Background: an optimization exercise with open tools, aiming at a short achievable clock period and few clock cycles. Do not read the settings as production practice.
Only simulation tests tie the RTL to the original design; equivalence was not proved.
Power and IR drop assume default switching activity.

===== config.mk =====
export PLATFORM = sky130hd
export DESIGN_NAME = rvcore_verilog
export DESIGN_NICKNAME = rvcore_verilog
export VERILOG_FILES = /design/flow/design.v
export SDC_FILE = /design/flow/constraint.sdc
export NUM_CORES = 4
export LEC_CHECK = 0
export CAP_MARGIN = 20
export CORE_MARGIN = 2
export CORE_UTILIZATION = 30
export SLEW_MARGIN = 20

===== constraint.sdc =====
create_clock -name core_clock -period 15.0 [get_ports {clk}]
set_input_delay 3.0000 -clock core_clock [delete_from_list [all_inputs] [get_ports {clk}]]
set_output_delay 3.0000 -clock core_clock [all_outputs]
set_load 0.01 [all_outputs]

===== design.v =====
module rvcore_verilog(
   input          clk,
   output [31:0] mem_addr,   
   output [31:0] mem_wdata,  
   output  [3:0] mem_wmask,  
   input  [31:0] mem_rdata,  
   output        mem_rstrb,  
   input         mem_rbusy,  
   input         mem_wbusy,  
   input         reset,       
    input               sobel_busy,
    output  reg         sobel_enable,
    output  reg [31:0]  sobel_in_addr, sobel_out_addr
);
   parameter RESET_ADDR       = 32'h00000000;
   parameter ADDR_WIDTH       = 24;
   wire [4:0] rdId = instr[11:7];
   (* onehot *)
   wire [7:0] funct3Is = 8'b00000001 << instr[14:12];
   wire [31:0] Uimm={    instr[31],   instr[30:12], {12{1'b0}}};
   wire [31:0] Iimm={{21{instr[31]}}, instr[30:20]};
   /*verilator lint_off UNUSED*/  
   wire [31:0] Simm={{21{instr[31]}}, instr[30:25],instr[11:7]};
   wire [31:0] Bimm={{20{instr[31]}}, instr[7],instr[30:25],instr[11:8],1'b0};
   wire [31:0] Jimm={{12{instr[31]}}, instr[19:12],instr[20],instr[30:21],1'b0};
   /*verilator lint_on UNUSED*/
   wire isLoad    =  (instr[6:2] == 5'b00000);  
   wire isALUimm  =  (instr[6:2] == 5'b00100);  
   wire isAUIPC   =  (instr[6:2] == 5'b00101);  
   wire isStore   =  (instr[6:2] == 5'b01000);  
   wire isALUreg  =  (instr[6:2] == 5'b01100);  
   wire isLUI     =  (instr[6:2] == 5'b01101);  
   wire isBranch  =  (instr[6:2] == 5'b11000);  
   wire isJALR    =  (instr[6:2] == 5'b11001);  
   wire isJAL     =  (instr[6:2] == 5'b11011);  
   wire isSYSTEM  =  (instr[6:2] == 5'b11100);  
   wire is_sobel   =  (instr[6:2] == 5'b00010);  
   wire isALU = isALUimm | isALUreg;
   reg [31:0] rs1;
   reg [31:0] rs2;
   reg [31:0] registerFile [31:1];  
   always @(posedge clk) begin
     if (writeBack)
       if (rdId != 0)
         registerFile[rdId] <= writeBackData;
   end
   wire [31:0] aluIn1 = rs1;
   wire [31:0] aluIn2 = isALUreg | isBranch ? rs2 : Iimm;
   wire aluWr;                
   wire [31:0] aluPlus = aluIn1 + aluIn2;
   wire [32:0] aluMinus = {1'b1, ~aluIn2} + {1'b0,aluIn1} + 33'b1;
   wire        LT  = (aluIn1[31] ^ aluIn2[31]) ? aluIn1[31] : aluMinus[32];
   wire        LTU = aluMinus[32];
   wire        EQ  = (aluMinus[31:0] == 0);
   wire [31:0] shifter_in = funct3Is[1] ?
     {aluIn1[ 0], aluIn1[ 1], aluIn1[ 2], aluIn1[ 3], aluIn1[ 4], aluIn1[ 5], 
      aluIn1[ 6], aluIn1[ 7], aluIn1[ 8], aluIn1[ 9], aluIn1[10], aluIn1[11], 
      aluIn1[12], aluIn1[13], aluIn1[14], aluIn1[15], aluIn1[16], aluIn1[17], 
      aluIn1[18], aluIn1[19], aluIn1[20], aluIn1[21], aluIn1[22], aluIn1[23],
      aluIn1[24], aluIn1[25], aluIn1[26], aluIn1[27], aluIn1[28], aluIn1[29], 
      aluIn1[30], aluIn1[31]} : aluIn1;
   /*verilator lint_off WIDTH*/
   wire [31:0] shifter = 
               $signed({instr[30] & aluIn1[31], shifter_in}) >>> aluIn2[4:0];
   /*verilator lint_on WIDTH*/
   wire [31:0] leftshift = {
     shifter[ 0], shifter[ 1], shifter[ 2], shifter[ 3], shifter[ 4], 
     shifter[ 5], shifter[ 6], shifter[ 7], shifter[ 8], shifter[ 9], 
     shifter[10], shifter[11], shifter[12], shifter[13], shifter[14], 
     shifter[15], shifter[16], shifter[17], shifter[18], shifter[19], 
     shifter[20], shifter[21], shifter[22], shifter[23], shifter[24], 
     shifter[25], shifter[26], shifter[27], shifter[28], shifter[29], 
     shifter[30], shifter[31]};
   wire funcM     = instr[25];
   wire isDivide  = isALUreg & funcM & instr[14];  
   wire aluBusy   = |quotient_msk;  
   wire isMULH   = funct3Is[1];
   wire isMULHSU = funct3Is[2];
   wire sign1 = aluIn1[31] &  isMULH;
   wire sign2 = aluIn2[31] & (isMULH | isMULHSU);
   wire signed [32:0] signed1 = {sign1, aluIn1};
   wire signed [32:0] signed2 = {sign2, aluIn2};
   wire signed [63:0] multiply = signed1 * signed2;
   wire [31:0] aluOut_base =
     (funct3Is[0]  ? instr[30] & instr[5] ? aluMinus[31:0] : aluPlus : 32'b0) |
     (funct3Is[1]  ? leftshift                                       : 32'b0) |
     (funct3Is[2]  ? {31'b0, LT}                                     : 32'b0) |
     (funct3Is[3]  ? {31'b0, LTU}                                    : 32'b0) |
     (funct3Is[4]  ? aluIn1 ^ aluIn2                                 : 32'b0) |
     (funct3Is[5]  ? shifter                                         : 32'b0) |
     (funct3Is[6]  ? aluIn1 | aluIn2                                 : 32'b0) |
     (funct3Is[7]  ? aluIn1 & aluIn2                                 : 32'b0) ;
   wire [31:0] aluOut_muldiv =
     (  funct3Is[0]   ?  multiply[31: 0] : 32'b0) |  
     ( |funct3Is[3:1] ?  multiply[63:32] : 32'b0) |  
     (  instr[14]     ?  div_sign ? -divResult : divResult : 32'b0) ; 
   wire [31:0] aluOut = isALUreg & funcM ? aluOut_muldiv : aluOut_base;
   reg [31:0] dividend;
   reg [62:0] divisor;
   reg [31:0] quotient;
   reg [31:0] quotient_msk;
   wire divstep_do = divisor <= {31'b0, dividend};
   wire [31:0] dividendN     = divstep_do ? dividend - divisor[31:0] : dividend;
   wire [31:0] quotientN     = divstep_do ? quotient | quotient_msk  : quotient;
   wire div_sign = ~instr[12] & (instr[13] ? aluIn1[31] : 
                    (aluIn1[31] != aluIn2[31]) & |aluIn2);
   always @(posedge clk) begin
      if (isDivide & aluWr) begin
	 dividend <=   ~instr[12] & aluIn1[31] ? -aluIn1 : aluIn1;
	 divisor  <= {(~instr[12] & aluIn2[31] ? -aluIn2 : aluIn2), 31'b0};
	 quotient <= 0;
	 quotient_msk <= 1 << 31;
      end else begin
	 dividend     <= dividendN;
	 divisor      <= divisor >> 1;
	 quotient     <= quotientN;
	 quotient_msk <= quotient_msk >> 1;
      end
   end
   reg  [31:0] divResult;
   always @(posedge clk) divResult <= instr[13] ? dividendN : quotientN;
    always @(posedge clk)begin
        sobel_enable <= 1'b0;
        if(reset & state[WAIT_ALU_OR_MEM_bit] & is_sobel & !aluBusy &
           !mem_rbusy & !mem_wbusy & !sobel_busy)begin
            sobel_enable <= 1'b1;
            sobel_in_addr <= rs1;
            sobel_out_addr <= rs2; 
        end
    end
   wire predicate =
        funct3Is[0] &  EQ  |  
        funct3Is[1] & !EQ  |  
        funct3Is[4] &  LT  |  
        funct3Is[5] & !LT  |  
        funct3Is[6] &  LTU |  
        funct3Is[7] & !LTU ;  
   reg  [ADDR_WIDTH-1:0] PC;  
   reg  [31:2] instr;         
   wire [ADDR_WIDTH-1:0] PCplus4 = PC + 4;
   wire [ADDR_WIDTH-1:0] PCplusImm = PC + ( instr[3] ? Jimm[ADDR_WIDTH-1:0] :
                                            instr[4] ? Uimm[ADDR_WIDTH-1:0] :
                                                       Bimm[ADDR_WIDTH-1:0] );
   wire [ADDR_WIDTH-1:0] loadstore_addr = rs1[ADDR_WIDTH-1:0] +
                   (instr[5] ? Simm[ADDR_WIDTH-1:0] : Iimm[ADDR_WIDTH-1:0]);
   /*verilator lint_off WIDTH*/
   assign mem_addr = state[WAIT_INSTR_bit] | state[FETCH_INSTR_bit] ?
                     PC : loadstore_addr;
   wire [31:0] writeBackData  =
      (isLUI               ? Uimm      : 32'b0) |   
      (isALU               ? aluOut    : 32'b0) |   
      (isAUIPC             ? PCplusImm : 32'b0) |   
      (isJALR   | isJAL    ? PCplus4   : 32'b0) |   
      (isLoad              ? LOAD_data : 32'b0) ;   
   /*verilator lint_on WIDTH*/
   wire mem_byteAccess     = instr[13:12] == 2'b00;  
   wire mem_halfwordAccess = instr[13:12] == 2'b01;  
   wire LOAD_sign =
        !instr[14] & (mem_byteAccess ? LOAD_byte[7] : LOAD_halfword[15]);
   wire [31:0] LOAD_data =
         mem_byteAccess ? {{24{LOAD_sign}},     LOAD_byte} :
     mem_halfwordAccess ? {{16{LOAD_sign}}, LOAD_halfword} :
                          mem_rdata ;
   wire [15:0] LOAD_halfword =
               loadstore_addr[1] ? mem_rdata[31:16] : mem_rdata[15:0];
   wire  [7:0] LOAD_byte =
               loadstore_addr[0] ? LOAD_halfword[15:8] : LOAD_halfword[7:0];
   assign mem_wdata[ 7: 0] = rs2[7:0];
   assign mem_wdata[15: 8] = loadstore_addr[0] ? rs2[7:0]  : rs2[15: 8];
   assign mem_wdata[23:16] = loadstore_addr[1] ? rs2[7:0]  : rs2[23:16];
   assign mem_wdata[31:24] = loadstore_addr[0] ? rs2[7:0]  :
                             loadstore_addr[1] ? rs2[15:8] : rs2[31:24];
   wire [3:0] STORE_wmask =
              mem_byteAccess      ?
                    (loadstore_addr[1] ?
                          (loadstore_addr[0] ? 4'b1000 : 4'b0100) :
                          (loadstore_addr[0] ? 4'b0010 : 4'b0001)
                    ) :
              mem_halfwordAccess ?
                    (loadstore_addr[1] ? 4'b1100 : 4'b0011) :
              4'b1111;
   localparam FETCH_INSTR_bit     = 0;
   localparam WAIT_INSTR_bit      = 1;
   localparam EXECUTE_bit         = 2;
   localparam WAIT_ALU_OR_MEM_bit = 3;
   localparam NB_STATES           = 4;
   localparam FETCH_INSTR     = 1 << FETCH_INSTR_bit;
   localparam WAIT_INSTR      = 1 << WAIT_INSTR_bit;
   localparam EXECUTE         = 1 << EXECUTE_bit;
   localparam WAIT_ALU_OR_MEM = 1 << WAIT_ALU_OR_MEM_bit;
   (* onehot *)
   reg [NB_STATES-1:0] state;
   wire writeBack = ~(isBranch | isStore ) &
                    (state[EXECUTE_bit] | state[WAIT_ALU_OR_MEM_bit]);
   assign mem_rstrb = state[EXECUTE_bit] & isLoad | state[FETCH_INSTR_bit];
   assign mem_wmask = {4{state[EXECUTE_bit] & isStore}} & STORE_wmask;
   assign aluWr = state[EXECUTE_bit] & isALU;
   wire jumpToPCplusImm = isJAL | (isBranch & predicate);
   wire needToWait = isLoad | isStore | isDivide | is_sobel;    
   wire [ADDR_WIDTH-1:0] PC_new = 
			 isJALR           ? {aluPlus[ADDR_WIDTH-1:1],1'b0} :
                         jumpToPCplusImm  ? PCplusImm :
                         PCplus4;
   always @(posedge clk) begin
      if(!reset) begin
         state      <= WAIT_ALU_OR_MEM;  
         PC         <= RESET_ADDR[ADDR_WIDTH-1:0];
         instr      <= 30'b0;  
      end else
      case(1'b1)
        state[WAIT_INSTR_bit]: begin
           if(!mem_rbusy) begin  
              rs1 <= mem_rdata[19:15] == 5'd0 ? 32'b0 :
                                                registerFile[mem_rdata[19:15]];
              rs2 <= mem_rdata[24:20] == 5'd0 ? 32'b0 :
                                                registerFile[mem_rdata[24:20]];
              instr <= mem_rdata[31:2];  
              state <= EXECUTE;          
           end
        end
        state[EXECUTE_bit]: begin
           PC <= PC_new;
           state <= needToWait ? WAIT_ALU_OR_MEM : FETCH_INSTR;
        end
        state[WAIT_ALU_OR_MEM_bit]: begin
           if(!aluBusy & !mem_rbusy & !mem_wbusy & !(is_sobel & sobel_busy))
             state <= FETCH_INSTR;  
        end
        default: begin  
          state <= WAIT_INSTR;
        end
      endcase
   end
endmodule

===== run.sh =====
#!/bin/bash
# synth_recipe.tcl (not shown) runs the flow's synth.tcl, then flattens the netlist and writes it again
# the make line also repeats each setting of config.mk as NAME=value (left out here)
make -C /OpenROAD-flow-scripts/flow DESIGN_CONFIG=/design/flow/config.mk WORK_HOME=/design/flow/orfs CLKGATE_MAP_FILE= SYNTH_SCRIPT=/design/flow/synth_recipe.tcl finish

==> metrics.md <==
| Metric | Value |
|---|---|
| Setup crit start | `instr[5]` |
| Number of synthesis warnings | `1` |
| Setup TNS | `0 ns` |
| Final Cell Area | `0.126 mm^2` |
| CTS Root Cell | `clkbuf_16` |
| Largest net degree at the start of global routing | `92` |
| Worst skew pair latency | `0.91 ns` |
| Critical Path RT | `15.46 ns` |
| Port bufs | `162` |
| Final wirelength | `463000 um` |
| Routed wire per std cell | `30.1 um` |
| CTS Sinks | `1369` |
| Starting Density | `0.302` |
| Max-cap violations | `0` |
| IR drop worst, VDD | `0.0932 mV` |
| Share of cells above drive strength 1 | `0.125` |
| Pre-antenna DRT Iters | `6` |
| Via count | `86500` |
| Average cell area after synthesis | `10.9 um^2` |
| Power density cells | `96.0 mW/mm^2` |
| Post-synthesis cell type count | `100` |
| Status | `no timing/DRC/antenna violations` |
| Setup repair after global routing missed its margin | `no` |
| Cell Area, Synth | `0.113 mm^2` |
| CTS max path bufs | `4` |
| Worst setup EP type | `flop` |
| Top_reg_cell synth | `edfxtp_1` |
| Final setup violation count | `0` |
| CP Class | `flop to flop` |
| Crit Path Max Fanout | `32` |
| Num CTS Buffers | `155` |
| Final period demand of the worst path | `13.28 ns` |
| Final Cycle Share | `0.886` |
| Seq cells post-synth | `1369` |
| Post-DP Area | `0.121 mm^2` |
| Hold_sp | `divisor[48]` |
| Critical Path Slowest Stage Cell | `o21ai_0` |
| Final ANT Viol Nets | `0` |
| Reg2reg end | `registerFile[14][5]` |
| CTS tree | `built` |
| Slew headroom | `0.119` |
| Die W | `617 um` |
| Die area | `0.380 mm^2` |
| Reg2reg setup slack | `1.72 ns` |
| Vias/cell | `5.61` |
| H-tree depth | `4` |
| Seq/Total Area, Yosys | `0.343` |
| # DRC | `0` |
| CP dominant cell by count | `fa_1` |
| Area grow syn2layout | `12.0%` |
| Cell row count | `224` |
| Top cell type's share of synthesized area | `0.299` |
| Post-CTS setup buffers | `0` |
| Worst-margin pin slew | `1.32 ns` |
| Maximum clock rate | `0.0753 GHz` |
| # placed instances | `15100` |
| Detailed Route Iter0 Violations | `10800` |
| Synth async-reset ratio | `0` |
| Final hold vios | `0` |
| Final Slew Violations | `0` |
| Cells after synthesis | `10300` |
| Final Power | `12.1 mW` |
| Post-CTS resize count | `0` |
| Synth area leader | `edfxtp_1` |
| Number of global-route vias before repair | `85200` |
| R2R depth | `36` |
| GP Congestion | `1.08` |
| Initial antenna violation count | `44` |
| Total gr overflow | `0` |
| Lkg Pwr | `48.4 nW` |
| Wire length of the first global-routing pass | `649000 um` |
| DPL Wire Length | `331000 um` |
| Hold depth | `2` |
| Clock Pin Slew Worst Setup and Hold Paths | `0.06 ns` |
| Core area | `0.373 mm^2` |
| Hold worst-path end | `divisor[47]` |
| Worst setup SP type | `flop` |
| Die Height | `617 um` |
| Fin cells | `15400` |
| Worst r2r src | `instr[5]` |
| IO Count | `171` |
| Number of synthesized flops with an enable pin | `1120` |
| CP arrival | `13.74 ns` |
| Max incr delay on CP | `0.85 ns` |
| Hold-fix buffer count after cts | `0` |
| Hold crit path type | `flop to flop` |
| Total track usage | `0.239` |
| Top post-synthesis cells by area | `edfxtp_1, fa_1, mux4_2` |
| Post-Route Skew | `0.132 ns` |
| Final net count | `11900` |
==> worst max-delay path by stage <==
stage | endpoint | depth (start not counted)
2_1_floorplan | registerFile[10][26] | 39
6_report | registerFile[14][5] | 36
3_3_place_gp | registerFile[29][30] | 30
3_5_place_dp | registerFile[29][30] | 30
4_1_cts | registerFile[12][30] | 30
5_1_grt | registerFile[14][5] | 36
==> metrics by stage <==
| stage | hold WS [ns] | setup slack (ns) | utilization |
|---|---|---|---|
| 6_report | 0.421 | 1.72 | 0.338 |
| 5_1_grt | 0.448 | 1.45 | 0.338 |
| 4_1_cts | 0.445 | 2.03 | 0.338 |
| 3_5_place_dp | 0.437 | 2.09 | 0.324 |
| 3_3_place_gp | 0.433 | 2.23 | 0.324 |
| 2_1_floorplan | 0.424 | 3.39 | - |
==> synth_stat cells, types with 13 or more instances <==
master	count
a211o_1	14
a211oi_1	36
a21o_1	90
a21oi_1	466
a221oi_1	163
a22o_1	38
a22oi_1	14
a31oi_1	54
and2_1	61
and3_1	36
buf_1	118
buf_4	17
clkbuf_1	526
clkinv_1	13
dfxtp_1	249
edfxtp_1	1120
fa_1	1130
ha_1	420
inv_1	1322
mux2_2	156
mux2i_1	266
mux4_2	423
nand2_1	1168
nand2b_1	54
nand3_1	70
nand4_1	41
nor2_1	775
nor2b_1	56
nor3_1	144
nor4_1	44
o211ai_1	37
o21a_1	36
o21ai_0	387
o21ai_1	14
o21bai_1	28
o221ai_1	69
o22ai_1	35
o31ai_1	36
or2_2	21
or3_1	31
xnor2_1	209
xor2_1	88
==> routing by layer <==
layer | global-route usage | vias to the layer above | share of wire
met5 | 0 | - | 0.00033
met3 | 0.0573 | 1425 | 0.10
li1 | - | 35500 | -
met2 | 0.374 | 5306 | 0.45
met1 | 0.287 | 44200 | 0.36
met4 | 0.177 | 24 | 0.088
==> registers in the layout, summed over array words and instances, names as in the netlist, 32 cells and up <==
register / cells
divResult: 32
dividend: 32
divisor: 63
quotient: 32
quotient_msk: 32
registerFile: 992
rs1: 32
rs2: 32
sobel_in_addr: 32
sobel_out_addr: 32
==> critical path, delay by kind of cell (launching register included) <==
| kind | cells | cell delay [ns] |
|---|---|---|
| buffers and inverters | 9 | 1.91 |
| XOR/XNOR | 1 | 0.73 |
| flip-flops | 1 | 0.75 |
| AO/OA/AOI/OAI | 12 | 3.51 |
| adder cells (fa/ha/maj) | 9 | 3.83 |
| AND/OR/NAND/NOR | 5 | 2.02 |
==> layout by cell type (no fill, tap or decap), types with 87 or more instances in the layout <==
cell / synthesis / layout
fa_1: 1130 / 1129
inv_1: 1322 / 1319
a221oi_1: 163 / 161
o21ai_0: 387 / 382
clkbuf_16: 0 / 156
a21oi_1: 466 / 463
nor3_1: 144 / 137
mux2i_1: 266 / 263
a21o_1: 90 / 90
ha_1: 420 / 420
dfxtp_1: 249 / 246
nor2_1: 775 / 741
mux4_2: 423 / 423
buf_4: 17 / 326
xnor2_1: 209 / 206
edfxtp_1: 1120 / 1120
clkdlybuf4s50_1: 0 / 152
xor2_1: 88 / 87
nand2_1: 1168 / 1163
mux2_2: 156 / 156
==> area by class of cell <==
class,instances,area (um^2)
flip-flops and latches,1369,38600
inverters,1343,5040
repair buffers,490,4140
well taps,4972,6220
multi-input cells,6923,67000
fillers,37100,247000
clock inverters,87,903
diodes,36,90.1
clock buffers,188,4090
==> cell families (layout without fill, tap and decap cells) <==
kind of cell / after synthesis / in the layout / synth area share
and+or+nand+nor: 2571 / 2571 / 0.0986
buffers and inverters: 2017 / 2108 / 0.0681
AOI/OAI and AO/OA: 1647 / 1647 / 0.0953
adders and majority gates: 1550 / 1550 / 0.248
DFF: 1369 / 1369 / 0.343
muxes: 850 / 850 / 0.124
xor gates and xnor gates: 297 / 297 / 0.0231
other: 1 / 44 / 0.0000333
==> report_power, final <==
group	leakage, nW	switching (mW)	internal [mW]
logic	33.9	2.63	1.20
registers	12.1	0.0535	4.39
clock network	2.43	1.65	2.18
Testbench counts, summed over its fixed seeds: cycles 245,154.

## re-timing with driven ports
In the flow no input, the clock included, has a driving cell. The finished layout below was timed again as built, in two steps. Step 1 assumes that a clkbuf_16 drives the clock port and a buf_2 every other input. Step 2 moves the port delays by t, midway between the first and last clock arrival at a register: inputs arrive t later, outputs are due t later. That takes back most of the time a late clock gives input paths. Slacks: ideal ports / drivers / drivers and shift; pairs: ideal ports / drivers.
t, ns: 0.930
setup WS [ns]: 1.716 / 1.716 / 1.716
worst slew at a driven data input, ns: 0.13
cell pins on the clock port's net: 1
After both steps this run still meets setup and hold. The setup slack of this run moves by 0.000 ns with the drivers and by 0.000 ns with both steps.
